This is an optimization exercise on Yosys and OpenROAD, whose aim is small area, not a production implementation.
RTL that was checked went through simulation tests only; none was proved equivalent to the original.
The RTL of run 1 was laid out without a check of its function.

## flow/design.v (module list and top-level ports; edited modules follow where they fit)
// module gf_mac: 21 lines
// module feedback_ckt: 9 lines
// module degree_computation: 41 lines
// module euclidean_cell: 57 lines
// module euclidean_4cells: 87 lines
// module chien_search_p16_t8: 1995 lines
// module correct_module_4cells_p16: 440 lines
// module bch_kes_chien: 10 lines
module bch_kes_chien(clk, rstn, start, gsynd,
                     aadd1, aadd2, aadd3, aadd4, aadd5, aadd6, aadd7, aadd8);
  // ...
==> flow/run.sh <==
#!/bin/bash
# synth_recipe.tcl (not shown) runs the flow's synth.tcl, then flattens the netlist and writes it again
# the make line also repeats each setting of config.mk as NAME=value (left out here)
make -C /OpenROAD-flow-scripts/flow DESIGN_CONFIG=/design/flow/config.mk WORK_HOME=/design/flow/orfs CLKGATE_MAP_FILE= SYNTH_SCRIPT=/design/flow/synth_recipe.tcl finish
==> flow/config.mk <==
export PLATFORM = sky130hd
export DESIGN_NAME = bch_kes_chien
export DESIGN_NICKNAME = bch_kes_chien
export VERILOG_FILES = /design/flow/design.v
export SDC_FILE = /design/flow/constraint.sdc
export NUM_CORES = 4
export LEC_CHECK = 0
export CAP_MARGIN = 20
export CORE_MARGIN = 2
export CORE_UTILIZATION = 40
export CTS_CLUSTER_DIAMETER = 100
export CTS_CLUSTER_SIZE = 20
export PLACE_DENSITY = 0.72
export SLEW_MARGIN = 20
==> flow/constraint.sdc <==
create_clock -name core_clock -period 8.0 [get_ports {clk}]
set_input_delay 1.6000 -clock core_clock [delete_from_list [all_inputs] [get_ports {clk}]]
set_output_delay 1.6000 -clock core_clock [all_outputs]
set_load 0.01 [all_outputs]
==> flow_summary.ini, run 1 <==
[outcome]
run_status = finished clean

[hold_path]
min_path_cells = 0

[routing]
wl_met3_um = 45700
wl_met2_um = 168100
dr_total_vias = 85050
met1_length_um = 160900
final_antenna_net_count = 0

[synthesis]
synth_largest_area_cell = xnor2_1
synth.most_common_cell = xnor2_1
synth_async_sr_flop_share_pct = 11.44
synth-edff-count = 234
synth_top_family_by_area = XOR/XNOR gates
synthFlopType = dfxtp_1
yosys.area.top_type_share_pct = 33.12
synth-compound-area-share_pct = 2.218
ys_types = 78

[timing]
finalSetupViolCount = 0

[die]
io_pins = 120
dieHeight_um = 535.6
fp.coreArea_um2 = 281800
start_util_pct = 40.12
n_tap_cell = 3743

[global_route]
grt_busiest_layer = met2
grt_use_met2_pct = 40.43

[setup_path]
path_common_cell = xnor2_1
cp_data_required_time_ns = 8.60
max_stage_delay_ns = 0.91
r2r_end = u_core.euclidean.cell_2.L1[4]

[final_layout]
fill_cells = 27130
nNetsFinal = 12250
largest_class = multi-input gates

[clocking]
cts-htree-levels = 3
clk-insertion-delay-late_ns = 0.80
==> module euclidean_cell, before the edit <==
module euclidean_cell(deg_Ri,deg_Qi,stop_i,
                      Rin,Qin,Lin,Uin,start, 
                      deg_Ro,deg_Qo,stop_o,
                      Rout,Qout,Lout,Uout,st_out, 
                      clk,reset);
input clk,reset;
input stop_i;
input [4:0]deg_Ri,deg_Qi;
input [12:0]Rin,Qin,Lin,Uin;
input start;
output [4:0]deg_Ro,deg_Qo;
output stop_o;
output [12:0]Rout,Qout,Lout,Uout;
output st_out;
wire [12:0]r_mux,q_mux,l_mux,u_mux;
wire [12:0]lcq,lcr;
wire [12:0]add1out,add2out;
wire sw;
reg [12:0]R1,R2,Q1,Q2,Q3,L1,L2,U1,U2,U3;
reg S1,S2,S3;
degree_computation degree1(.deg_Ri(deg_Ri),.deg_Qi(deg_Qi),.stop_i(stop_i),
                           .d1out(lcq),.start(start),
                           .deg_Ro(deg_Ro),.deg_Qo(deg_Qo),.stop_o(stop_o),
                           .sw(sw),.clk(clk),.reset(reset));
assign r_mux = sw ? Q1 : R1;
assign q_mux = sw ? R1 : Q1;
assign l_mux = sw ? U1 : L1;
assign u_mux = sw ? L1 : U1;
assign st_out=S3;
feedback_ckt D1(.Din(q_mux),.start(S1),.Qout(lcq),.clk(clk),.reset(reset));
feedback_ckt D2(.Din(r_mux),.start(S1),.Qout(lcr),.clk(clk),.reset(reset));
wire [12:0] mq = stop_i ? 13'd1 : lcq;
wire [12:0] mr = stop_i ? 13'd0 : lcr;
gf_mac mac1(.a(R2),.b(mq),.c(mr),.d(Q2),.y(add1out));
gf_mac mac2(.a(L2),.b(mq),.c(mr),.d(U2),.y(add2out));
assign Rout = add1out;
assign Qout = stop_i ? Q2 : Q3;
assign Lout = add2out;
assign Uout = stop_i ? U2 : U3;
always@(posedge clk or negedge reset)
begin
  if(!reset)
  begin
    S1 <= 1'b1; S2 <= 1'b1; S3 <= 1'b1;
  end
  else
  begin
    S1 <= start; S2 <= S1; S3 <= S2;
  end
end
always@(posedge clk)
begin
  R1 <= Rin; Q1 <= Qin; L1 <= Lin; U1 <= Uin;
  R2 <= r_mux; Q2 <= q_mux; L2 <= l_mux; U2 <= u_mux;
  Q3 <= Q2; U3 <= U2;
end
endmodule
==> inputs of run 2 (changes only) <==
--- a/flow/design.v
+++ b/flow/design.v
@@ -101,11 +101,9 @@
 feedback_ckt D1(.Din(q_mux),.start(S1),.Qout(lcq),.clk(clk),.reset(reset));
 feedback_ckt D2(.Din(r_mux),.start(S1),.Qout(lcr),.clk(clk),.reset(reset));
-wire [12:0] mq = stop_i ? 13'd1 : lcq;
-wire [12:0] mr = stop_i ? 13'd0 : lcr;
-gf_mac mac1(.a(R2),.b(mq),.c(mr),.d(Q2),.y(add1out));
-gf_mac mac2(.a(L2),.b(mq),.c(mr),.d(U2),.y(add2out));
-assign Rout = add1out;
+gf_mac mac1(.a(R2),.b(lcq),.c(lcr),.d(Q2),.y(add1out));
+gf_mac mac2(.a(L2),.b(lcq),.c(lcr),.d(U2),.y(add2out));
+assign Rout = stop_i ? R2 : add1out;
 assign Qout = stop_i ? Q2 : Q3;
-assign Lout = add2out;
+assign Lout = stop_i ? L2 : add2out;
 assign Uout = stop_i ? U2 : U3;
 always@(posedge clk or negedge reset)
--- a/flow/config.mk
+++ b/flow/config.mk
@@ -11,4 +11,3 @@
 export CTS_CLUSTER_DIAMETER = 100
 export CTS_CLUSTER_SIZE = 20
-export PLACE_DENSITY = 0.72
 export SLEW_MARGIN = 20
==> run 2 against run 1 <==
Against the previous run:
- critical path type unchanged
- clock-buffer cell count up 2
- final area up 1.1%
- utilization up 0.072 points
- final cell count up 0.84%
- routed wire length up 7.0%
- die area up 0.86%
==> flow_summary.ini, run 2 <==
[synthesis]
synthFlopType = dfxtp_1
synthMuxAreaShare_pct = 4.424
syn_area_um2 = 114000
synth_fp_nets = 12650
ys_types = 87
synth_top_family_by_area = XOR/XNOR gates
ys_top_cells_by_area = xnor2_1 32%, dfxtp_1 21%, nand2_1 9.8%
ys_seq_area_share_pct = 31.10
synth-edff-count = 234
yosys.area.top_type_share_pct = 32.35
synth.most_common_cell = xnor2_1
synth_seq_cells = 1600
synth_fa_ha_area_share_pct = 0.4235
netlist_instances = 12590
synth_common_cells = 4,212 x xnor2_1, 2,989 x nand2_1, 1,183 x dfxtp_1
synth_xor_xnor_area_share_pct = 46.23
postSynthAreaPerCell_um2 = 9.055
synth_largest_area_cell = xnor2_1
yosys_warnings = 8
yosys.area_share.simple_pct = 11.90
synth-compound-area-share_pct = 2.738
synth_async_sr_flop_share_pct = 11.44

[global_route]
grt_use_total_pct = 28.59
grt_max_degree = 114
grt_pass1_vias = 77760
antenna_found_initial = 17
grt_pass1_wl_um = 603000
grt_overflow_total = 0

[timing]
finClkSkew_ns = 0.1085
finalCritPeriodShare_pct = 65.69
rsz0062_at_grt = no
setup_tns_ns = 0
slew_headroom_pct = 12.63
finalSetupViolCount = 0
hold_viol_final = 0
layout_min_cycle_time_ns = 5.255
clock.fmax_mhz = 190.3
drv_slew = 0
worst_pin_slew_ns = 1.301

[clocking]
cts_sinks = 1600
root_buffer = clkbuf_16
post_cts_buffers = 0
clk_pin_slew_ns = 0.08
tritoncts = yes
clockBufferDepth = 3
cts-resized-gates = 0
postCtsHoldBufs = 0
cts_buffers = 104
cts-htree-levels = 3
clk-insertion-delay-late_ns = 0.80

[routing]
firstDrtPassIters = 7
wl_um = 424700
final_antenna_net_count = 0
drt_iter0_markers = 10260
viasPerCell = 5.223
dr_total_vias = 84310
post-route-drc-count = 0
wl_per_cell_um = 26.31

[setup_path]
max_stage_delay_ns = 1.01
critPathBufInv = 0
path_cells = xnor2_2 > xnor2_1 > xor2_1 > xnor3_1 > xnor3_1 > or2_1 > mux2_2 > or3_4 > a2111oi_4 > a32oi_1
cp_data_required_time_ns = 8.54
slowest_stage = edfxtp_1
crit_type = register to register
critPathTopFamily = XOR/XNOR gates
critPathArrivalTime_ns = 5.80
path_max_fanout = 13
path_common_cell = xnor3_1
end_kind = register
start_kind = register

[die]
dieHeight_um = 537.9
io_pins = 120
fp.coreArea_um2 = 284500
fp.dieW_um = 537.9
start_util_pct = 40.08
die_area_um2 = 289400
rows = 196

[hold_path]
hp-class = register to register

[final_layout]
nNetsFinal = 12370
drive_above_1_share_pct = 9.343
layout_commonest_cell = xnor2_1
layout_common_cells = 4,199 x xnor2_1, 2,989 x nand2_1, 1,176 x dfxtp_1
syn2layout_area_growth_pct = 7.475
stdcell_count = 16140

[place]
placed_cells = 15970
io_buffers = 119
dpl.hpwl_um = 301600
gp_congestion = 1.041

[flow_run]
max_cap_viol_count = 0

[outcome]
run_status = finished clean
==> run 2: final cells by class <==
| class | instances | area (um^2) |
|---|---|---|
| clock inverters | 30 | 474.2 |
| clock buffers | 136 | 2775 |
| multi-input cells | 10080 | 75080 |
| well taps | 3762 | 4707 |
| diodes | 5 | 12.51 |
| inverters | 63 | 236.5 |
| fillers | 27680 | 161900 |
| flip-flops and latches | 1600 | 35480 |
| repair buffers | 461 | 3787 |
==> run 2: cells by family (layout without fill, tap and decap cells) <==
group | after synthesis | in the layout
AOI/OAI and AO/OA | 531 | 531
xor gates and xnor gates | 5619 | 5619
adders and majority gates | 39 | 39
buffers and inverters | 910 | 690
DFF | 1600 | 1600
muxes | 451 | 451
other | 1 | 6
and+or+nand+nor | 3442 | 3442
==> run 2: final timing paths <==
kind,cells after the start,from,to,slack (ns)
max in group asynchronous,2,rstn,u_core.chien.loaded,5.90
worst min register to register,0,u_core.euclidean.cell_3.S2,u_core.euclidean.cell_3.S3,0.30
worst max-delay path,10,u_core.chien.col7[11],u_core.chien.x[1],2.74
worst max register to register,10,u_core.chien.col7[11],u_core.chien.x[1],2.74
min in group asynchronous,1,rstn,u_core.chien.x[16],0.90
worst min-delay path,0,u_core.euclidean.cell_3.S2,u_core.euclidean.cell_3.S3,0.30
==> run 2: per-layer routing <==
metal | vias up | global-route usage, % | wire [um] | share of wire [%]
met4 | 6 | 8.326 | 14810 | 3.5
met2 | 4273 | 42.83 | 180200 | 42
met5 | - | 0 | 34 | 0.0080
li1 | 38470 | - | - | -
met3 | 676 | 4.963 | 42880 | 10
met1 | 40880 | 41.71 | 186800 | 44
==> run 2: through the flow <==
step	setup slack, ns	instance area (um^2)	utilization (%)	hold WS (ns)
after floorplan	1.879	114000	-	0.3096
final	2.745	122600	43.08	0.2968
after detailed placement	2.980	119300	41.93	0.3120
after global placement	3.043	119300	41.92	0.3097
after global routing	2.727	122500	43.08	0.2871
after CTS	2.875	122500	43.07	0.2932
==> inputs of run 3 (changes only) <==
--- a/flow/config.mk
+++ b/flow/config.mk
@@ -9,5 +9,3 @@
 export CORE_MARGIN = 2
 export CORE_UTILIZATION = 40
-export CTS_CLUSTER_DIAMETER = 100
-export CTS_CLUSTER_SIZE = 20
 export SLEW_MARGIN = 20
==> run 3 against run 2 <==
Against the previous run:
- first-iteration DRC count is 5.2% higher
- final cell count up 0.82%
- worst setup slack gained 0.091 ns
==> flow_summary.ini, run 3 <==
[outcome]
run_status = finished clean

[synthesis]
synth_common_cells = 4,212 x xnor2_1, 2,989 x nand2_1, 1,183 x dfxtp_1
synth_largest_area_cell = xnor2_1
synth_seq_cells = 1600
ys_seq_area_share_pct = 31.10
yosys_warnings = 8
yosys.area_share.simple_pct = 11.90
synth_fa_ha_area_share_pct = 0.4235
netlist_instances = 12590
postSynthAreaPerCell_um2 = 9.055
synth_top_family_by_area = XOR/XNOR gates
synthFlopType = dfxtp_1
ys_types = 87
syn_area_um2 = 114000
synth_async_sr_flop_share_pct = 11.44
synth-compound-area-share_pct = 2.738
yosys.area.top_type_share_pct = 32.35
ys_top_cells_by_area = xnor2_1 32%, dfxtp_1 21%, nand2_1 9.8%
synth_fp_nets = 12650
synth.most_common_cell = xnor2_1
synth_xor_xnor_area_share_pct = 46.23
synthMuxAreaShare_pct = 4.424
synth-edff-count = 234

[setup_path]
r2r_cells = 10
start_kind = register
path_max_fanout = 13
crit_type = register to register
critPathArrivalTime_ns = 5.82
end_kind = register
cp_data_required_time_ns = 8.65

[place]
dpl.hpwl_um = 301600
place_ws_ns = 2.980
io_buffers = 119
gp_congestion = 1.041

[hold_path]
min_path_cells = 0
hp-class = register to register

[flow_run]
max_cap_viol_count = 0

[timing]
drv_slew = 0
finClkSkew_ns = 0.08319
worst_pin_slew_ns = 1.319
slew_headroom_pct = 10.94
finalCritPeriodShare_pct = 64.55
setup_tns_ns = 0
hold_viol_final = 0
setup_ws_ns = 2.836
clock.fmax_mhz = 193.6
finalSetupViolCount = 0
layout_min_cycle_time_ns = 5.164
rsz0062_at_grt = no

[global_route]
grt_pass1_vias = 78480
grt_pass1_wl_um = 606300
grt_overflow_total = 0
grt_max_degree = 114
grt_use_total_pct = 28.73
antenna_found_initial = 12

[clocking]
clk_pin_slew_ns = 0.06
cts-resized-gates = 0
postCtsHoldBufs = 0
clk-insertion-delay-late_ns = 0.85
clockBufferDepth = 4
root_buffer = clkbuf_16
cts-htree-levels = 4
cts_sinks = 1600
tritoncts = yes
cts_buffers = 170
post_cts_buffers = 0

[routing]
firstDrtPassIters = 6
dr_total_vias = 84630
post-route-drc-count = 0
final_antenna_net_count = 0
wl_um = 426500
wl_per_cell_um = 26.21
viasPerCell = 5.200
drt_iter0_markers = 10790

[die]
start_util_pct = 40.08
fp.coreArea_um2 = 284500
rows = 196
dieHeight_um = 537.9
die_area_um2 = 289400
io_pins = 120
fp.dieW_um = 537.9

[final_layout]
multi_input_area_um2 = 75090
regArea_um2 = 35480
layout_commonest_cell = xnor2_1
drive_above_1_share_pct = 10.31
fill_cells = 27440
layout_common_cells = 4,198 x xnor2_1, 2,989 x nand2_1, 1,176 x dfxtp_1
nNetsFinal = 12430
syn2layout_area_growth_pct = 9.613
[run 3: area by class of cell]
type                       count  area share [%]
clock buffer                 227           3.853
inverter                      63          0.1892
clock inverter                74          0.6957
timing repair buffer         461           3.030
multi-input combinational  10080           60.07
antenna                        3        0.006006
tap                         3762           3.766
sequential                  1600           28.39
[run 3: through the flow]
| step | hold slack [ns] | cell area (um^2) | std cells | utilization, % |
|---|---|---|---|---|
| 2_1_floorplan | 0.3096 | 114000 | 12590 | - |
| 5_1_grt | 0.2605 | 125000 | 16270 | 43.94 |
| 6_report | 0.2731 | 125000 | 16270 | 43.94 |
| 3_3_place_gp | 0.3097 | 119300 | 15970 | 41.92 |
| 3_5_place_dp | 0.3120 | 119300 | 15970 | 41.93 |
| 4_1_cts | 0.2620 | 125000 | 16270 | 43.92 |
[run 3: cell families (layout without fill, tap and decap cells)]
logic type,count (synthesis),after routing
AO/OA/AOI/OAI,531,531
adder cells (fa/ha/maj),39,39
AND/OR/NAND/NOR,3442,3442
XOR/XNOR,5619,5619
multiplexers,451,451
buffers and inverters,910,825
flip-flops,1600,1600
other,1,4
[run 3: final timing paths]
path	to	slack, ns	startpoint
worst max register to register	u_core.chien.x[1]	2.84	u_core.chien.col7[11]
worst min-delay path	u_core.euclidean.START[1]	0.27	u_core.euclidean.START[0]
max in group asynchronous	u_core.chien.loaded	5.96	rstn
worst min register to register	u_core.euclidean.START[1]	0.27	u_core.euclidean.START[0]
worst max-delay path	u_core.chien.x[1]	2.84	u_core.chien.col7[11]
min in group asynchronous	u_core.chien.x[13]	0.86	rstn
[run 3: routing by layer]
| metal | vias to the layer above | GRT usage (%) | routed length (um) |
|---|---|---|---|
| met3 | 645 | 5.332 | 44110 |
| met5 | - | 0 | 13 |
| li1 | 38690 | - | - |
| met1 | 41000 | 41.66 | 186600 |
| met4 | 2 | 8.155 | 14160 |
| met2 | 4295 | 43.18 | 181600 |
[run 3: critical path, stage by stage (launching register included)]
cell	delay [ns]
edfxtp_1	0.98
xnor2_2	0.36
xnor2_1	0.56
xor2_1	0.70
xnor3_1	0.58
xnor3_1	0.42
or2_1	0.24
mux2_2	0.28
or3_4	0.34
a2111oi_4	0.37
a32oi_1	0.14
==> module gf_mac, before the edit <==
module gf_mac(a,b,c,d,y);
input  [12:0] a,b,c,d;
output [12:0] y;
reg [24:0] p;
integer i,j;
always @*
begin
  p = 25'd0;
  for (i=0;i<13;i=i+1)
    for (j=0;j<13;j=j+1)
      p[i+j] = p[i+j] ^ (a[i]&b[j]) ^ (c[i]&d[j]);
  for (i=24;i>=13;i=i-1)
  begin
    p[i-13] = p[i-13] ^ p[i];
    p[i-12] = p[i-12] ^ p[i];
    p[i-10] = p[i-10] ^ p[i];
    p[i-9]  = p[i-9]  ^ p[i];
  end
end
assign y = p[12:0];
endmodule
==> inputs of run 4 (changes only) <==
--- a/flow/design.v
+++ b/flow/design.v
@@ -2,12 +2,27 @@
 input  [12:0] a,b,c,d;
 output [12:0] y;
+reg [12:0] lo, mid;    
+reg [10:0] hi;         
+reg [6:0] as, bs, cs, ds;
 reg [24:0] p;
 integer i,j;
 always @*
 begin
-  p = 25'd0;
-  for (i=0;i<13;i=i+1)
-    for (j=0;j<13;j=j+1)
-      p[i+j] = p[i+j] ^ (a[i]&b[j]) ^ (c[i]&d[j]);
+  as = a[6:0] ^ {1'b0,a[12:7]};
+  bs = b[6:0] ^ {1'b0,b[12:7]};
+  cs = c[6:0] ^ {1'b0,c[12:7]};
+  ds = d[6:0] ^ {1'b0,d[12:7]};
+  lo = 13'd0; mid = 13'd0; hi = 11'd0;
+  for (i=0;i<7;i=i+1)
+    for (j=0;j<7;j=j+1)
+    begin
+      lo[i+j]  = lo[i+j]  ^ (a[i]&b[j]) ^ (c[i]&d[j]);
+      mid[i+j] = mid[i+j] ^ (as[i]&bs[j]) ^ (cs[i]&ds[j]);
+    end
+  for (i=0;i<6;i=i+1)
+    for (j=0;j<6;j=j+1)
+      hi[i+j] = hi[i+j] ^ (a[7+i]&b[7+j]) ^ (c[7+i]&d[7+j]);
+  mid = mid ^ lo ^ {2'b00,hi};
+  p = {12'd0,lo} ^ {5'd0,mid,7'd0} ^ {hi,14'd0};
   for (i=24;i>=13;i=i-1)
   begin
@@ -101,9 +116,11 @@
 feedback_ckt D1(.Din(q_mux),.start(S1),.Qout(lcq),.clk(clk),.reset(reset));
 feedback_ckt D2(.Din(r_mux),.start(S1),.Qout(lcr),.clk(clk),.reset(reset));
-gf_mac mac1(.a(R2),.b(lcq),.c(lcr),.d(Q2),.y(add1out));
-gf_mac mac2(.a(L2),.b(lcq),.c(lcr),.d(U2),.y(add2out));
-assign Rout = stop_i ? R2 : add1out;
+wire [12:0] mq = stop_i ? 13'd1 : lcq;
+wire [12:0] mr = stop_i ? 13'd0 : lcr;
+gf_mac mac1(.a(R2),.b(mq),.c(mr),.d(Q2),.y(add1out));
+gf_mac mac2(.a(L2),.b(mq),.c(mr),.d(U2),.y(add2out));
+assign Rout = add1out;
 assign Qout = stop_i ? Q2 : Q3;
-assign Lout = stop_i ? L2 : add2out;
+assign Lout = add2out;
 assign Uout = stop_i ? U2 : U3;
 always@(posedge clk or negedge reset)
--- a/flow/config.mk
+++ b/flow/config.mk
@@ -9,3 +9,5 @@
 export CORE_MARGIN = 2
 export CORE_UTILIZATION = 40
+export CTS_CLUSTER_DIAMETER = 100
+export CTS_CLUSTER_SIZE = 25
 export SLEW_MARGIN = 20
==> run 4 against run 3 <==
Against the previous run:
- clock-buffer cell count fell by 110
- sequential share of layout area rose by 2.1 points
- critical path type unchanged
- utilization fell by 0.88 points
- register-to-register slack got worse by 0.19 ns
- highest routed layer unchanged
==> flow_summary.ini, run 4 <==
[outcome]
run_status = finished clean

[synthesis]
ys_types = 80
ys_top_cells_by_area = xnor2_1 31%, dfxtp_1 22%, xor2_1 8.5%
synth-edff-count = 234
postSynthAreaPerCell_um2 = 9.235
yosys_warnings = 8
synth.most_common_cell = xnor2_1
syn_area_um2 = 108900
synth_seq_cells = 1600
synth_largest_area_cell = xnor2_1
netlist_instances = 11790
synth_common_cells = 3,893 x xnor2_1, 1,917 x nand2_1, 1,183 x dfxtp_1
yosys.area.top_type_share_pct = 31.31
synthFlopType = dfxtp_1
ys_seq_area_share_pct = 32.57
synth_async_sr_flop_share_pct = 11.44
synth_fp_nets = 11850

[final_layout]
regArea_um2 = 35490
syn2layout_area_growth_pct = 7.059
drive_above_1_share_pct = 8.839
layout_common_cells = 3,872 x xnor2_1, 1,917 x nand2_1, 1,176 x dfxtp_1
fin_util_pct = 43.06
layout_commonest_cell = xnor2_1
multi_input_area_um2 = 70380
fill_cells = 26220
stdcell_count = 15140
nNetsFinal = 11560

[routing]
dr_total_vias = 81120
drt_iter0_markers = 9849
wl_per_cell_um = 27.03
final_antenna_net_count = 0
firstDrtPassIters = 8
post-route-drc-count = 0
wl_um = 409300
viasPerCell = 5.357

[global_route]
grt_overflow_total = 0
antenna_found_initial = 20
grt_pass1_vias = 78230
grt_use_total_pct = 28.71
grt_max_degree = 116
grt_pass1_wl_um = 583700

[timing]
finClkSkew_ns = 0.08171
drv_slew = 0
finalCritPeriodShare_pct = 66.88
worst_pin_slew_ns = 1.351
setup_ws_ns = 2.649
hold_viol_final = 0
setup_tns_ns = 0
rsz0062_at_grt = no
layout_min_cycle_time_ns = 5.351
slew_headroom_pct = 9.297
clock.fmax_mhz = 186.9
finalSetupViolCount = 0

[die]
rows = 191
io_pins = 120
start_util_pct = 40.22
fp.coreArea_um2 = 270800
fp.dieW_um = 525.8
die_area_um2 = 276500
dieHeight_um = 525.8

[setup_path]
critPathTopFamily = XOR/XNOR gates
end_kind = register
critPathArrivalTime_ns = 5.95
max_stage_delay_ns = 0.89
worstReg2RegStart = u_core.chien.col0[6]
crit_type = register to register
start_kind = register
path_common_cell = xnor3_1
path_cells = xnor3_2 > xnor2_2 > xnor3_1 > xnor3_1 > xnor2_1 > xor3_1 > mux2_2 > o31ai_1 > a41oi_2
slowest_stage = edfxtp_1
r2r_end = u_core.chien.x[16]
critPathBufInv = 0
ff2ff_setup_slack_ns = 2.65
cp_data_required_time_ns = 8.60
r2r_cells = 9
path_max_fanout = 11

[clocking]
clk-insertion-delay-late_ns = 0.80
cts-resized-gates = 0
cts-htree-levels = 3
tritoncts = yes
cts_sinks = 1600
clockBufferDepth = 3
root_buffer = clkbuf_16
post_cts_buffers = 0
clk_pin_slew_ns = 0.10
cts_buffers = 84
postCtsHoldBufs = 0

[place]
placed_cells = 14990
io_buffers = 119
place_ws_ns = 2.912
dpl.hpwl_um = 304600
gp_congestion = 1.046

[hold_path]
worstHoldEndpoint = u_core.euclidean.U[76]
hp-class = register to register
min-delay-start = u_core.euclidean.U[63]
min_path_cells = 0

[flow_run]
max_cap_viol_count = 0
run 4: changes by cell type after synthesis, moves of 30 or more:
cell	delta
nand2_1	-1072
nor2_1	+605
xnor2_1	-319
xor2_1	-75
clkbuf_1	-64
mux2_2	-52
a21oi_1	+38
o21ai_0	+36
or2_2	+34
inv_1	+30
run 4: final cells by class:
type	instances	area share, %
flip-flops and latches	1600	30.44
diodes	9	0.01932
clock inverters	28	0.4099
multi-input cells	9347	60.36
repair buffers	382	2.735
clock buffers	117	1.918
well taps	3570	3.831
inverters	89	0.2865
run 4: how the worst max path moves through the flow:
stage / start / endpoint / slack (ns) / depth (start not counted)
2_1_floorplan: u_core.chien.loaded / u_core.chien.col1[0] / 2.24 / 2
3_3_place_gp: u_core.chien.col0[6] / u_core.chien.x[16] / 2.93 / 9
3_5_place_dp: u_core.chien.col0[6] / u_core.chien.x[16] / 2.91 / 9
4_1_cts: u_core.chien.col0[6] / u_core.chien.x[16] / 2.84 / 9
5_1_grt: u_core.chien.col0[6] / u_core.chien.x[16] / 2.74 / 9
6_report: u_core.chien.col0[6] / u_core.chien.x[16] / 2.65 / 9
run 4: layer usage:
metal,vias to the layer above,track usage (%),share of wire (%)
met5,-,0,0.0076
met4,4,9.942,4.0
met3,790,6.009,9.6
met2,4138,43.14,42
met1,40000,40.49,44
li1,36190,-,-
run 4: cells by family after synthesis:
family	after synthesis	share of synthesized area [%]
compound gates	617	3.270
xor+xnor	5218	45.12
fa+ha+maj	43	0.4802
buf+inv	846	3.061
flops	1600	32.57
mux	414	4.244
other cells	1	0.003443
simple gates	3054	11.26
run 4: per-stage QoR:
stage	hold WS, ns	cell area, um^2
2_1_floorplan	0.3096	108900
3_3_place_gp	0.3099	113700
3_5_place_dp	0.3121	113800
4_1_cts	0.2796	116500
5_1_grt	0.2972	116600
6_report	0.2835	116600
==> inputs of run 5 (changes only) <==
--- a/flow/config.mk
+++ b/flow/config.mk
@@ -10,4 +10,4 @@
 export CORE_UTILIZATION = 40
 export CTS_CLUSTER_DIAMETER = 100
-export CTS_CLUSTER_SIZE = 25
+export CTS_CLUSTER_SIZE = 20
 export SLEW_MARGIN = 20
==> run 5 against run 4 <==
Against the previous run:
- still clean on timing, DRC and antenna
- global-route usage about the same
- critical path depth did not move
- sequential share of layout area fell by 0.11 points
- clock skew up 0.039 ns
- die area unchanged
- sequential cell count stayed put
- final cell count rose by 0.11%
- maximum frequency increased by 0.57%
- via count barely moved
- utilization rose by 0.15 points
- critical path type unchanged
- critical endpoint unchanged
- highest routed layer unchanged
==> flow_summary.ini, run 5 <==
[hold_path]
min-delay-start = u_core.euclidean.LLL[61]
hp-class = register to register

[setup_path]
path_cells = xnor3_2 > xnor2_2 > xnor3_1 > xnor3_1 > xnor2_1 > xor3_1 > mux2_2 > o31ai_1 > a41oi_2
start_kind = register
r2r_cells = 9
r2r_end = u_core.chien.x[16]
worstReg2RegStart = u_core.chien.col0[6]
path_common_cell = xnor3_1
path_max_fanout = 11
ff2ff_setup_slack_ns = 2.68
critPathArrivalTime_ns = 5.97
end_kind = register
critPathTopFamily = XOR/XNOR gates
cp_num_cells = 9
crit_type = register to register
crit_start = u_core.chien.col0[6]
critPathBufInv = 0
cp-endpoint = u_core.chien.x[16]
max_stage_delay_ns = 0.88
slowest_stage = edfxtp_1
cp_data_required_time_ns = 8.65

[routing]
firstDrtPassIters = 8
viasPerCell = 5.352
wl_per_cell_um = 27.00
post-route-drc-count = 0
drt_iter0_markers = 9994
final_antenna_net_count = 0
wl_um = 409200
dr_total_vias = 81120

[final_layout]
nNetsFinal = 11570
fin_util_pct = 43.21
regArea_um2 = 35490
multi_input_area_um2 = 70380
syn2layout_area_growth_pct = 7.432
fill_cells = 26180
layout_common_cells = 3,872 x xnor2_1, 1,917 x nand2_1, 1,176 x dfxtp_1
layout_commonest_cell = xnor2_1
drive_above_1_share_pct = 8.945

[synthesis]
ys_top_cells_by_area = xnor2_1 31%, dfxtp_1 22%, xor2_1 8.5%
synth.most_common_cell = xnor2_1
syn_area_um2 = 108900
ys_seq_area_share_pct = 32.57
synth-edff-count = 234
yosys.area.top_type_share_pct = 31.31
ys_types = 80
synthFlopType = dfxtp_1
yosys_warnings = 8
synth_fp_nets = 11850
postSynthAreaPerCell_um2 = 9.235
synth_largest_area_cell = xnor2_1
synth_seq_cells = 1600
synth_common_cells = 3,893 x xnor2_1, 1,917 x nand2_1, 1,183 x dfxtp_1
netlist_instances = 11790
synth_async_sr_flop_share_pct = 11.44

[die]
io_pins = 120
start_util_pct = 40.22
fp.dieW_um = 525.8
rows = 191
dieHeight_um = 525.8
fp.coreArea_um2 = 270800
die_area_um2 = 276500

[flow_run]
max_cap_viol_count = 0

[global_route]
antenna_found_initial = 20
grt_use_total_pct = 28.73
grt_pass1_wl_um = 584300
grt_overflow_total = 0
grt_max_degree = 116
grt_pass1_vias = 78400

[timing]
finalCritPeriodShare_pct = 66.50
slew_headroom_pct = 8.182
finClkSkew_ns = 0.1211
hold_ws_ns = 0.3093
rsz0062_at_grt = no
drv_slew = 0
clock.fmax_mhz = 188.0
hold_viol_final = 0
worst_pin_slew_ns = 1.367
finalSetupViolCount = 0
setup_ws_ns = 2.680
layout_min_cycle_time_ns = 5.320
setup_tns_ns = 0

[clocking]
postCtsHoldBufs = 0
cts-htree-levels = 3
clk-insertion-delay-late_ns = 0.83
clk_pin_slew_ns = 0.10
cts-resized-gates = 0
clockBufferDepth = 3
post_cts_buffers = 0
cts_buffers = 99
tritoncts = yes
root_buffer = clkbuf_16
cts_sinks = 1600

[place]
io_buffers = 119
gp_congestion = 1.046
dpl.hpwl_um = 304600
place_ws_ns = 2.912

[outcome]
run_status = finished clean
[run 5: cell types whose count changed in the layout (fill, tap and decap cells not counted), moves of 2 or more]
cell	before	now
clkbuf_16	84	100
clkbuf_1	32	36
clkinv_8	3	1
diode_2	9	7
inv_4	2	0
inv_8	0	2
[run 5: worst min path at each step]
stage	to	slack, ns	cells past startpoint
final	u_core.euclidean.LLL[74]	0.31	0
after global routing	u_core.euclidean.LLL[74]	0.31	0
after CTS	u_core.euclidean.stop2[1]	0.31	0
after detailed placement	u_core.euclidean.DR[15]	0.31	0
after global placement	u_core.euclidean.LLL[97]	0.31	0
after floorplan	u_core.euclidean.DQ[0]	0.31	0
[run 5: area by class of cell]
| type | count | share of cell area [%] |
|---|---|---|
| well taps | 3570 | 3.818 |
| inverters | 89 | 0.2855 |
| repair buffers | 382 | 2.726 |
| clock inverters | 28 | 0.4171 |
| clock buffers | 136 | 2.254 |
| multi-input cells | 9347 | 60.15 |
| flip-flops and latches | 1600 | 30.33 |
| diodes | 7 | 0.01497 |
[run 5: worst register-to-register path, cell delays in order (launching register included)]
cell and delay (ns):
edfxtp_1 0.88, xnor3_2 0.68, xnor2_2 0.44, xnor3_1 0.74, xnor3_1 0.52, xnor2_1 0.65, xor3_1 0.59, mux2_2 0.28
o31ai_1 0.25, a41oi_2 0.14
[run 5: per-layer routing]
metal  vias to the layer above  GRT usage (%)  part of all wire, %
li1                      36250              -                    -
met1                     40030          40.78                   44
met2                      4092          43.24                   43
met3                       750          5.472                  9.3
met4                         4          9.977                  4.0
met5                         -              0               0.0081
[run 5: logic make-up (layout without fill, tap and decap cells)]
kind of cell | Yosys count | count (layout) | share of synthesized area [%]
xor gates and xnor gates | 5218 | 5218 | 45.12
other | 1 | 8 | 0.003443
muxes | 414 | 414 | 4.244
DFF | 1600 | 1600 | 32.57
buffers and inverters | 846 | 635 | 3.061
and+or+nand+nor | 3054 | 3054 | 11.26
AOI/OAI and AO/OA | 617 | 617 | 3.270
adders and majority gates | 43 | 43 | 0.4802
[run 5: metrics by stage]
| stage | instance area (um^2) | instances |
|---|---|---|
| 2_1_floorplan | 108900 | 11790 |
| 6_report | 117000 | 15160 |
| 3_3_place_gp | 113700 | 14990 |
| 5_1_grt | 117000 | 15150 |
| 4_1_cts | 116900 | 15150 |
| 3_5_place_dp | 113800 | 14990 |
==> inputs of run 6 (changes only) <==
--- a/flow/config.mk
+++ b/flow/config.mk
@@ -8,5 +8,5 @@
 export CAP_MARGIN = 20
 export CORE_MARGIN = 2
-export CORE_UTILIZATION = 40
+export CORE_UTILIZATION = 50
 export CTS_CLUSTER_DIAMETER = 100
 export CTS_CLUSTER_SIZE = 20
==> run 6 against run 5 <==
Against the previous run:
- final area shrank 0.96%
- first-iteration DRC count grew 4.3%
- sequential cell count is the same
- synthesized cell count is the same
- clock skew shrank 0.054 ns
- sequential share of layout area grew 0.29 points
- critical path depth is the same
- clock-buffer cell count grew 4
- critical endpoint unchanged
==> flow_summary.ini, run 6 <==
[timing]
layout_min_cycle_time_ns = 5.389
drv_slew = 0
finClkSkew_ns = 0.06667
worst_pin_slew_ns = 1.272
slew_headroom_pct = 14.60
setup_tns_ns = 0
finalSetupViolCount = 0
hold_viol_final = 0
finalCritPeriodShare_pct = 67.36
rsz0062_at_grt = no
clock.fmax_mhz = 185.6

[clocking]
cts-resized-gates = 0
clk_pin_slew_ns = 0.09
post_cts_buffers = 0
cts_sinks = 1600
tritoncts = yes
cts_buffers = 100
clockBufferDepth = 3
root_buffer = clkbuf_16
clk-insertion-delay-late_ns = 0.82
postCtsHoldBufs = 0
cts-htree-levels = 3

[synthesis]
ys_types = 80
synth_common_cells = 3,893 x xnor2_1, 1,917 x nand2_1, 1,183 x dfxtp_1
ys_top_cells_by_area = xnor2_1 31%, dfxtp_1 22%, xor2_1 8.5%
synth_fp_nets = 11850
synth_async_sr_flop_share_pct = 11.44
ys_seq_area_share_pct = 32.57
synth_largest_area_cell = xnor2_1
netlist_instances = 11790
synth.most_common_cell = xnor2_1
synthFlopType = dfxtp_1
syn_area_um2 = 108900
synth-edff-count = 234
yosys_warnings = 8
postSynthAreaPerCell_um2 = 9.235
synth_seq_cells = 1600
yosys.area.top_type_share_pct = 31.31

[global_route]
met3_usage_pct = 8.387
grt_pass1_vias = 78290
grt_busiest_layer = met2
grt_overflow_total = 0
grt_max_degree = 164
grt_use_total_pct = 35.47
grt_use_met2_pct = 52.70
antenna_found_initial = 12
grtUsageMet1_pct = 49.59
grt_pass1_wl_um = 575600

[final_layout]
layout_commonest_cell = xnor2_1
layout_common_cells = 3,873 x xnor2_1, 1,917 x nand2_1, 1,176 x dfxtp_1
final_area_um2 = 115900
syn2layout_area_growth_pct = 6.405
nNetsFinal = 11560
drive_above_1_share_pct = 8.749

[setup_path]
critPathArrivalTime_ns = 6.03
worstReg2RegStart = u_core.chien.col7[10]
end_kind = register
crit_start = u_core.chien.col7[10]
path_max_fanout = 13
cp_data_required_time_ns = 8.64
start_kind = register
crit_type = register to register

[routing]
final_antenna_net_count = 0
drt_iter0_markers = 10420
wl_per_cell_um = 27.97
viasPerCell = 5.619
dr_total_vias = 81070
firstDrtPassIters = 6
wl_um = 403600
post-route-drc-count = 0

[die]
start_util_pct = 50.25
rows = 171
fp.coreArea_um2 = 216700
dieHeight_um = 470.7
fp.dieW_um = 470.7
io_pins = 120
die_area_um2 = 221600

[outcome]
run_status = finished clean

[place]
io_buffers = 119
gp_congestion = 1.068
place_area_um2 = 112700
dpl.hpwl_um = 299400

[hold_path]
min-delay-start = u_core.euclidean.LLL[4]
hp-class = register to register

[flow_run]
max_cap_viol_count = 0
-- run 6: cell types whose count changed in the layout (fill, tap and decap cells not counted), sizes merged --
cell    previous run  this run
diode              7         8
bufinv             2         0
inv              103        98
clkbuf           137       141
buf              263       246
clkinv            12        17
-- run 6: routing by layer --
layer | wire length, um | vias up
met2 | 170000 | 4254
met3 | 41860 | 847
met1 | 173900 | 39740
li1 | - | 36220
met4 | 17780 | 10
met5 | 69 | -
-- run 6: critical path, cell delays in order, from the launching register on --
cell and delay, ns:
edfxtp_1 0.77, xnor2_1 0.75, xor2_2 0.39, xor2_1 0.93
xor3_1 0.77, xor3_1 0.50, xor3_1 0.43, mux2_2 0.28
o31ai_1 0.26, a41oi_2 0.14
-- run 6: through the flow --
stage / instances / hold WS, ns / utilization [%] / setup WS, ns
floorplan: 11790 / 0.3096 / - / 2.242
global placement: 14250 / 0.3097 / 51.99 / 2.808
detailed placement: 14260 / 0.3121 / 52.01 / 2.749
CTS: 14420 / 0.2860 / 53.43 / 2.708
global route: 14420 / 0.2965 / 53.46 / 2.538
finish: 14430 / 0.2898 / 53.47 / 2.611
-- run 6: cell families (layout without fill, tap and decap cells) --
kind of cell	Yosys count	count (layout)	synth area share, %
buffers and inverters	846	620	3.061
AO/OA/AOI/OAI	617	617	3.270
multiplexers	414	414	4.244
adder cells (fa/ha/maj)	43	43	0.4802
other	1	9	0.003443
XOR/XNOR	5218	5218	45.12
AND/OR/NAND/NOR	3054	3054	11.26
flip-flops	1600	1600	32.57
-- run 6: final cells by class --
cell class,count,area [um^2]
flip-flops and latches,1600,35490
fillers,19680,100900
multi-input cells,9347,70310
clock buffers,140,2653
inverters,89,334.1
diodes,8,20.02
repair buffers,365,3067
clock inverters,26,437.9
well taps,2854,3571
-- run 6: worst paths after layout --
check,to,slack [ns],cells after the start
min in group asynchronous,u_core.euclidean.in_valid,0.87,1
setup / recovery,u_core.chien.x[16],2.61,9
setup reg to reg,u_core.chien.x[16],2.61,9
max in group asynchronous,u_core.chien.x[15],5.63,2
hold reg to reg,u_core.euclidean.LLL[17],0.29,0
hold / removal,u_core.euclidean.LLL[17],0.29,0
==> module euclidean_4cells, before the edit <==
module euclidean_4cells(stop_i,Rin,Qin,Uin,start,close_loop,Lout,clk,reset);
input clk,reset;
input stop_i;
input close_loop;    
input [12:0]Rin,Qin,Uin;
input start;
output [12:0]Lout;
wire [4:0]L_dR1,L_dR2,L_dR3,L_dQ1,L_dQ2,L_dQ3,dRo,dQo;
wire [12:0]LR1,LR2,LR3,LQ1,LQ2,LQ3,LL1,LL2,LL3,LU1,LU2,LU3;
wire LS1,LS2,LS3,Lstop1,Lstop2,Lstop3,stop_o,st_out;
wire [12:0]Rout,Qout,Lout_temp,Uout;
wire [12:0]out_sel;
reg [2:0]stop1,stop2,stop3;
reg [12:0]L1,L2;
reg ST1,ST2;
reg [12:0]Uout_temp;
reg feedback_sel;
reg in_valid;            
reg St_reg,SS_reg;
reg [12:0]Rin_reg,Qin_reg,Uin_reg;
reg [2:0]s_reg;
reg [39:0]DR,DQ;      
reg [7:0]STOP,START;  
reg [103:0]R,Q,LLL,U;  
wire [4:0] dR = feedback_sel ? (in_valid ? 5'd16 : 5'd0) : DR[39:35];
wire [4:0] dQ = feedback_sel ? (in_valid ? 5'd15 : 5'd0) : DQ[39:35];
wire St = feedback_sel ? St_reg : s_reg[2];
wire [12:0] RR = feedback_sel ? Rin_reg : R[103:91];
wire [12:0] QQ = feedback_sel ? Qin_reg : Q[103:91];
wire [12:0] LL = feedback_sel ? 13'd0 : LLL[103:91];
wire [12:0] UU = feedback_sel ? Uin_reg : U[103:91];
wire SS = feedback_sel ? SS_reg : START[7];
euclidean_cell cell_1(.deg_Ri(dR),.deg_Qi(dQ),.stop_i(St),
  .Rin(RR),.Qin(QQ),.Lin(LL),.Uin(UU),.start(SS),
  .deg_Ro(L_dR1),.deg_Qo(L_dQ1),.stop_o(Lstop1),
  .Rout(LR1),.Qout(LQ1),.Lout(LL1),.Uout(LU1),.st_out(LS1),
  .clk(clk),.reset(reset));
euclidean_cell cell_2(.deg_Ri(L_dR1),.deg_Qi(L_dQ1),.stop_i(stop1[2]),
  .Rin(LR1),.Qin(LQ1),.Lin(LL1),.Uin(LU1),.start(LS1),
  .deg_Ro(L_dR2),.deg_Qo(L_dQ2),.stop_o(Lstop2),
  .Rout(LR2),.Qout(LQ2),.Lout(LL2),.Uout(LU2),.st_out(LS2),
  .clk(clk),.reset(reset));
euclidean_cell cell_3(.deg_Ri(L_dR2),.deg_Qi(L_dQ2),.stop_i(stop2[2]),
  .Rin(LR2),.Qin(LQ2),.Lin(LL2),.Uin(LU2),.start(LS2),
  .deg_Ro(L_dR3),.deg_Qo(L_dQ3),.stop_o(Lstop3),
  .Rout(LR3),.Qout(LQ3),.Lout(LL3),.Uout(LU3),.st_out(LS3),
  .clk(clk),.reset(reset));
euclidean_cell cell_4(.deg_Ri(L_dR3),.deg_Qi(L_dQ3),.stop_i(stop3[2]),
  .Rin(LR3),.Qin(LQ3),.Lin(LL3),.Uin(LU3),.start(LS3),
  .deg_Ro(dRo),.deg_Qo(dQo),.stop_o(stop_o),
  .Rout(Rout),.Qout(Qout),.Lout(Lout_temp),.Uout(Uout),.st_out(st_out),
  .clk(clk),.reset(reset));
feedback_ckt F1(.Din(Qout),.start(ST2),.Qout(out_sel),.clk(clk),.reset(reset));
assign Lout = (out_sel!=13'd0) ? L2 : Uout_temp;
always@(posedge clk or negedge reset)
begin
  if(!reset)
  begin
    feedback_sel <= 1'b1;
    in_valid <= 1'b0;
    St_reg <= 1'b1;
    SS_reg <= 1'b1;
  end
  else
  begin
    in_valid <= 1'b1;
    St_reg <= stop_i;
    SS_reg <= start;
    if(close_loop) feedback_sel <= 1'b0;
  end
end
always@(posedge clk)
begin
  DR <= {DR[34:0],dRo}; DQ <= {DQ[34:0],dQo};
  STOP <= {STOP[6:0],stop_o}; START <= {START[6:0],st_out};
  R <= {R[90:0],Rout}; Q <= {Q[90:0],Qout};
  LLL <= {LLL[90:0],Lout_temp}; U <= {U[90:0],Uout};
  s_reg <= {s_reg[1:0],STOP[7]};
  stop1 <= {stop1[1:0],Lstop1};
  stop2 <= {stop2[1:0],Lstop2};
  stop3 <= {stop3[1:0],Lstop3};
  L1 <= Lout_temp; L2 <= L1;
  ST1 <= stop_o; ST2 <= ST1;
  Uout_temp <= Uout;
  Rin_reg <= Rin; Qin_reg <= Qin; Uin_reg <= Uin;
end
endmodule
==> inputs of run 7 (changes only) <==
--- a/flow/design.v
+++ b/flow/design.v
@@ -153,5 +153,4 @@
 wire LS1,LS2,LS3,Lstop1,Lstop2,Lstop3,stop_o,st_out;
 wire [12:0]Rout,Qout,Lout_temp,Uout;
-wire [12:0]out_sel;
 reg [2:0]stop1,stop2,stop3;
 reg [12:0]L1,L2;
@@ -194,6 +193,8 @@
   .Rout(Rout),.Qout(Qout),.Lout(Lout_temp),.Uout(Uout),.st_out(st_out),
   .clk(clk),.reset(reset));
-feedback_ckt F1(.Din(Qout),.start(ST2),.Qout(out_sel),.clk(clk),.reset(reset));
-assign Lout = (out_sel!=13'd0) ? L2 : Uout_temp;
+reg out_sel_nz;
+always@(posedge clk)
+  out_sel_nz <= ST2 ? out_sel_nz : (Qout!=13'd0);
+assign Lout = out_sel_nz ? L2 : Uout_temp;
 always@(posedge clk or negedge reset)
 begin
--- a/flow/config.mk
+++ b/flow/config.mk
@@ -8,6 +8,6 @@
 export CAP_MARGIN = 20
 export CORE_MARGIN = 2
-export CORE_UTILIZATION = 50
-export CTS_CLUSTER_DIAMETER = 100
-export CTS_CLUSTER_SIZE = 20
+export CORE_UTILIZATION = 40
+export CTS_CLUSTER_DIAMETER = 80
+export CTS_CLUSTER_SIZE = 30
 export SLEW_MARGIN = 20
==> run 7 against run 6 <==
Against the previous run:
- critical path type unchanged
- final area hardly changed
- first-iteration DRC count down 3.5%
- worst setup slack better by 0.23 ns
- non-clock buffer count increased by 63
- utilization decreased by 10 points
- final cell count increased by 5.9%
- sequential share of layout area decreased by 0.33 points
- synthesized cell count rose by 0.48%
- sequential cell count decreased by 12
- still clean on timing, DRC and antenna
==> flow_summary.ini, run 7 <==
[setup_path]
critPathBufInv = 1
critPathTopFamily = XOR/XNOR gates
end_kind = register
max_stage_delay_ns = 0.88
start_kind = register
ff2ff_setup_slack_ns = 2.84
crit_type = register to register
path_max_fanout = 10
critPathArrivalTime_ns = 5.79
path_common_cell = xnor2_1
slowest_stage = xnor2_1
cp_data_required_time_ns = 8.62
path_cells = xnor2_1 > buf_4 > xnor3_1 > xnor2_2 > xnor2_1 > xor2_1 > xnor2_2 > xnor2_1 > or3_1 > a221oi_1 > a41oi_1

[routing]
wl_per_cell_um = 25.90
post-route-drc-count = 0
final_antenna_net_count = 0
wl_um = 395700
dr_total_vias = 78760
drt_iter0_markers = 10060
viasPerCell = 5.155
firstDrtPassIters = 5

[synthesis]
synth_async_sr_flop_share_pct = 11.52
netlist_instances = 11850
synth.most_common_cell = xnor2_1
syn_area_um2 = 107200
synth_seq_cells = 1588
synthFlopType = dfxtp_1
ys_top_cells_by_area = xnor2_1 34%, dfxtp_1 22%, xor2_1 9.1%
synth_largest_area_cell = xnor2_1
yosys_warnings = 8
yosys.area.top_type_share_pct = 33.67
ys_types = 79
synth_common_cells = 4,120 x xnor2_1, 1,896 x nand2_1, 1,183 x dfxtp_1
synth_fp_nets = 11900
ys_seq_area_share_pct = 32.76
synth-edff-count = 222
postSynthAreaPerCell_um2 = 9.044

[timing]
hold_viol_final = 0
setup_ws_ns = 2.837
finClkSkew_ns = 0.06895
drv_slew = 0
hold_ws_ns = 0.2846
finalCritPeriodShare_pct = 64.54
setup_tns_ns = 0
layout_min_cycle_time_ns = 5.163
slew_headroom_pct = 13.26
worst_pin_slew_ns = 1.292
rsz0062_at_grt = no
finalSetupViolCount = 0
clock.fmax_mhz = 193.7

[die]
dieHeight_um = 521.6
start_util_pct = 40.11
fp.dieW_um = 521.6
die_area_um2 = 272100
fp.coreArea_um2 = 267200
io_pins = 120
rows = 190

[clocking]
cts-resized-gates = 0
root_buffer = clkbuf_16
clk_pin_slew_ns = 0.10
cts-htree-levels = 3
clk-insertion-delay-late_ns = 0.81
post_cts_buffers = 0
clockBufferDepth = 3
cts_buffers = 87
postCtsHoldBufs = 0
tritoncts = yes
cts_sinks = 1588

[global_route]
grt_pass1_wl_um = 562700
grt_use_total_pct = 28.26
grt_overflow_total = 0
antenna_found_initial = 18
grt_pass1_vias = 73770
grt_max_degree = 105

[final_layout]
syn2layout_area_growth_pct = 8.179
layout_common_cells = 4,100 x xnor2_1, 1,896 x nand2_1, 1,176 x dfxtp_1
final_area_um2 = 115900
nNetsFinal = 11690
layout_commonest_cell = xnor2_1
fin_util_pct = 43.39
stdcell_count = 15280
drive_above_1_share_pct = 9.213

[place]
place_area_um2 = 112600
gp_congestion = 1.071
placed_cells = 15100
io_buffers = 119
dpl.hpwl_um = 295200
place_ws_ns = 2.949

[flow_run]
max_cap_viol_count = 0

[hold_path]
hp-class = register to register

[outcome]
run_status = finished clean
-- run 7: cell count changes after synthesis, sizes merged, moves of 28 or more --
| cell | change |
|---|---|
| nor2 | +36 |
| or2 | -35 |
| xnor2 | +235 |
| xnor3 | -123 |
| xor2 | +50 |
| xor3 | -28 |
-- run 7: final timing paths --
path / start / endpoint / cells after the start
setup / recovery: u_core.chien.col1[7] / u_core.chien.x[16] / 11
max in group asynchronous: rstn / u_core.chien.x[14] / 2
hold reg to reg: u_core.euclidean.stop1[1] / u_core.euclidean.stop1[2] / 0
setup reg to reg: u_core.chien.col1[7] / u_core.chien.x[16] / 11
min in group asynchronous: rstn / u_core.count[7] / 1
hold / removal: u_core.euclidean.stop1[1] / u_core.euclidean.stop1[2] / 0
-- run 7: worst register-to-register path, delay by kind of cell (launching register included) --
family	cells	cell delay, ns
AOI/OAI and AO/OA	2	0.50
xor gates and xnor gates	7	3.09
buffers and inverters	1	0.36
DFF	1	0.71
and+or+nand+nor	1	0.35
-- run 7: cell families (layout without fill, tap and decap cells) --
kind of cell / after synthesis / in the layout / share of synthesized area (%)
flip-flops: 1588 / 1588 / 32.76
other: 1 / 25 / 0.003499
buffers and inverters: 832 / 683 / 3.025
AO/OA/AOI/OAI: 619 / 619 / 3.318
adder cells (fa/ha/maj): 39 / 39 / 0.4507
XOR/XNOR: 5352 / 5352 / 45.10
multiplexers: 392 / 392 / 4.096
AND/OR/NAND/NOR: 3027 / 3027 / 11.25
-- run 7: layout make-up --
type	instances	area (um^2)
multi-input cells	9430	69150
diodes	24	60.06
clock buffers	107	2273
repair buffers	428	3515
clock inverters	51	1011
inverters	97	364.1
flip-flops and latches	1588	35120
fillers	26130	151300
well taps	3552	4444
-- run 7: routing by layer --
layer,wire (um),GRT usage [%]
met2,161700,40.58
met3,37080,5.379
met1,181400,41.75
met5,23,0.5616
met4,15540,9.645
==> inputs of run 8 (changes only) <==
--- a/flow/config.mk
+++ b/flow/config.mk
@@ -9,5 +9,5 @@
 export CORE_MARGIN = 2
 export CORE_UTILIZATION = 40
-export CTS_CLUSTER_DIAMETER = 80
-export CTS_CLUSTER_SIZE = 30
+export CTS_CLUSTER_DIAMETER = 100
+export CTS_CLUSTER_SIZE = 25
 export SLEW_MARGIN = 20
==> run 8 against run 7 <==
Against the previous run:
- sequential share of layout area up 0.15 points
- critical path type unchanged
- routed wire length about the same
- hold slack better by 0.020 ns
- synthesized cell count unchanged
- sequential cell count unchanged
- non-clock buffer count unchanged
- still clean
==> flow_summary.ini, run 8 <==
[global_route]
grt_use_total_pct = 28.26
grt_pass1_wl_um = 562500
grt_max_degree = 105
antenna_found_initial = 16
grt_overflow_total = 0
grt_pass1_vias = 73570

[final_layout]
nNetsFinal = 11680
layout_commonest_cell = xnor2_1
layout_common_cells = 4,100 x xnor2_1, 1,896 x nand2_1, 1,176 x dfxtp_1
syn2layout_area_growth_pct = 7.631
fill_cells = 26210
regArea_um2 = 35120
drive_above_1_share_pct = 9.012
final_area_um2 = 115300
multi_input_area_um2 = 69150

[timing]
finClkSkew_ns = 0.08030
worst_pin_slew_ns = 1.352
finalCritPeriodShare_pct = 64.67
layout_min_cycle_time_ns = 5.174
setup_ws_ns = 2.826
finalSetupViolCount = 0
clock.fmax_mhz = 193.3
setup_tns_ns = 0
drv_slew = 0
hold_viol_final = 0
rsz0062_at_grt = no
slew_headroom_pct = 8.710

[routing]
viasPerCell = 5.164
wl_per_cell_um = 25.95
drt_iter0_markers = 9999
post-route-drc-count = 0
wl_um = 395700
final_antenna_net_count = 0
dr_total_vias = 78750
firstDrtPassIters = 6

[outcome]
run_status = finished clean

[place]
dpl.hpwl_um = 295200
io_buffers = 119
place_area_um2 = 112600
place_ws_ns = 2.949
gp_congestion = 1.071

[synthesis]
synth_async_sr_flop_share_pct = 11.52
synthMuxAreaShare_pct = 4.096
synth_fp_nets = 11900
synth.most_common_cell = xnor2_1
synth_fa_ha_area_share_pct = 0.4507
ys_top_cells_by_area = xnor2_1 34%, dfxtp_1 22%, xor2_1 9.1%
synth-edff-count = 222
netlist_instances = 11850
synth_largest_area_cell = xnor2_1
yosys.area_share.simple_pct = 11.25
ys_types = 79
synth-compound-area-share_pct = 3.318
synth_top_family_by_area = XOR/XNOR gates
syn_area_um2 = 107200
ys_seq_area_share_pct = 32.76
synth_seq_cells = 1588
yosys_warnings = 8
synth_common_cells = 4,120 x xnor2_1, 1,896 x nand2_1, 1,183 x dfxtp_1
synth_xor_xnor_area_share_pct = 45.10
synthFlopType = dfxtp_1
yosys.area.top_type_share_pct = 33.67
postSynthAreaPerCell_um2 = 9.044

[clocking]
cts-htree-levels = 3
root_buffer = clkbuf_16
tritoncts = yes
post_cts_buffers = 0
clk-insertion-delay-late_ns = 0.78
clk_pin_slew_ns = 0.10
cts_buffers = 84
cts_sinks = 1588
cts-resized-gates = 0
postCtsHoldBufs = 0
clockBufferDepth = 3

[setup_path]
end_kind = register
r2r_cells = 10
crit_type = register to register
path_max_fanout = 12
critPathArrivalTime_ns = 5.77
cp_data_required_time_ns = 8.59
start_kind = register

[die]
die_area_um2 = 272100
io_pins = 120
start_util_pct = 40.11
rows = 190
dieHeight_um = 521.6
fp.coreArea_um2 = 267200
fp.dieW_um = 521.6

[flow_run]
max_cap_viol_count = 0

[hold_path]
hp-class = register to register
min_path_cells = 0
-- run 8: cell count changes in the layout (fill, tap and decap cells not counted), sizes merged --
cell,before,now
bufinv,3,0
clkbuf,108,116
clkinv,24,17
clkinvlp,1,0
diode,24,13
inv,120,107
-- run 8: path summary, 6_finish.rpt --
check	end	slack (ns)	from
worst max-delay path	u_core.chien.x[16]	2.83	u_core.chien.col0[8]
worst min-delay path	u_core.euclidean.DR[28]	0.30	u_core.euclidean.DR[23]
worst max register to register	u_core.chien.x[16]	2.83	u_core.chien.col0[8]
worst min register to register	u_core.euclidean.DR[28]	0.30	u_core.euclidean.DR[23]
max in group asynchronous	u_core.chien.x[14]	5.44	rstn
min in group asynchronous	u_core.count[0]	0.96	rstn
-- run 8: metal layers --
metal | part of all wire [%] | vias up | GRT usage, %
li1 | - | 36340 | -
met5 | 0.012 | - | 0
met4 | 3.4 | 6 | 8.549
met3 | 9.7 | 602 | 5.287
met2 | 41 | 3858 | 41.10
met1 | 46 | 37940 | 41.83
-- run 8: final cells by class --
type                    count  share of cell area [%]
diodes                     13                 0.02820
inverters                  97                  0.3157
repair buffers            428                   3.047
well taps                3552                   3.853
clock inverters            27                  0.4122
flip-flops and latches   1588                   30.45
clock buffers             115                   1.950
multi-input cells        9430                   59.95
-- run 8: logic make-up after synthesis --
group	after synthesis
xor gates and xnor gates	5352
and+or+nand+nor	3027
DFF	1588
buffers and inverters	832
AOI/OAI and AO/OA	619
muxes	392
adders and majority gates	39
other	1
-- run 8: worst max-delay path, cell delays in order (launching register included) --
cell      delay, ns
edfxtp_1       0.77
xnor2_1        0.74
xor3_1         0.86
xnor2_1        0.20
xnor2_1        0.88
xor2_1         0.28
xnor2_2        0.31
xnor2_1        0.13
or3_1          0.35
a221oi_1       0.32
a41oi_1        0.15
-- run 8: metrics by stage --
step                hold WS [ns]  util (%)  std cells
CTS                       0.2917     43.15      15240
detailed placement        0.3118     42.13      15100
global placement          0.3098     42.12      15100
finish                    0.3043     43.17      15250
global route              0.3129     43.16      15240
floorplan                 0.3096         -      11850

[separate check: timing with driven ports]
No port has a modelled driver above. Below, the same layouts with a new extraction and two added sets of constraints. Step 1 (the two cells are an assumption about what drives the block):
set clk [get_ports {clk}]
set_driving_cell -lib_cell sky130_fd_sc_hd__clkbuf_16 $clk
set_driving_cell -lib_cell sky130_fd_sc_hd__buf_2 [delete_from_list [all_inputs] $clk]
Step 2 times the ports against the registers' clock, not the clock port: input delays grow and output delays shrink by t, the midpoint of the rising clock arrivals with the driver on. Three values: ideal ports, drivers, drivers and shift; two values: the first two.
run | shift t [ns] | setup slack, ns | worst setup path after step 2 | worst register clock-pin slew, ns
run 1 | 0.839 | 2.893 / 2.893 / 2.893 | register to register | 0.10 / 0.10
run 2 | 0.848 | 2.745 / 2.745 / 2.745 | register to register | 0.10 / 0.10
run 3 | 0.914 | 2.836 / 2.836 / 2.836 | register to register | 0.08 / 0.08
run 4 | 0.851 | 2.649 / 2.649 / 2.649 | register to register | 0.11 / 0.11
run 5 | 0.862 | 2.680 / 2.680 / 2.680 | register to register | 0.10 / 0.10
run 6 | 0.871 | 2.611 / 2.611 / 2.611 | register to register | 0.09 / 0.09
run 7 | 0.869 | 2.837 / 2.837 / 2.837 | register to register | 0.11 / 0.11
run 8 | 0.843 | 2.826 / 2.826 / 2.826 | register to register | 0.11 / 0.11
After both steps every run listed still meets setup and hold.
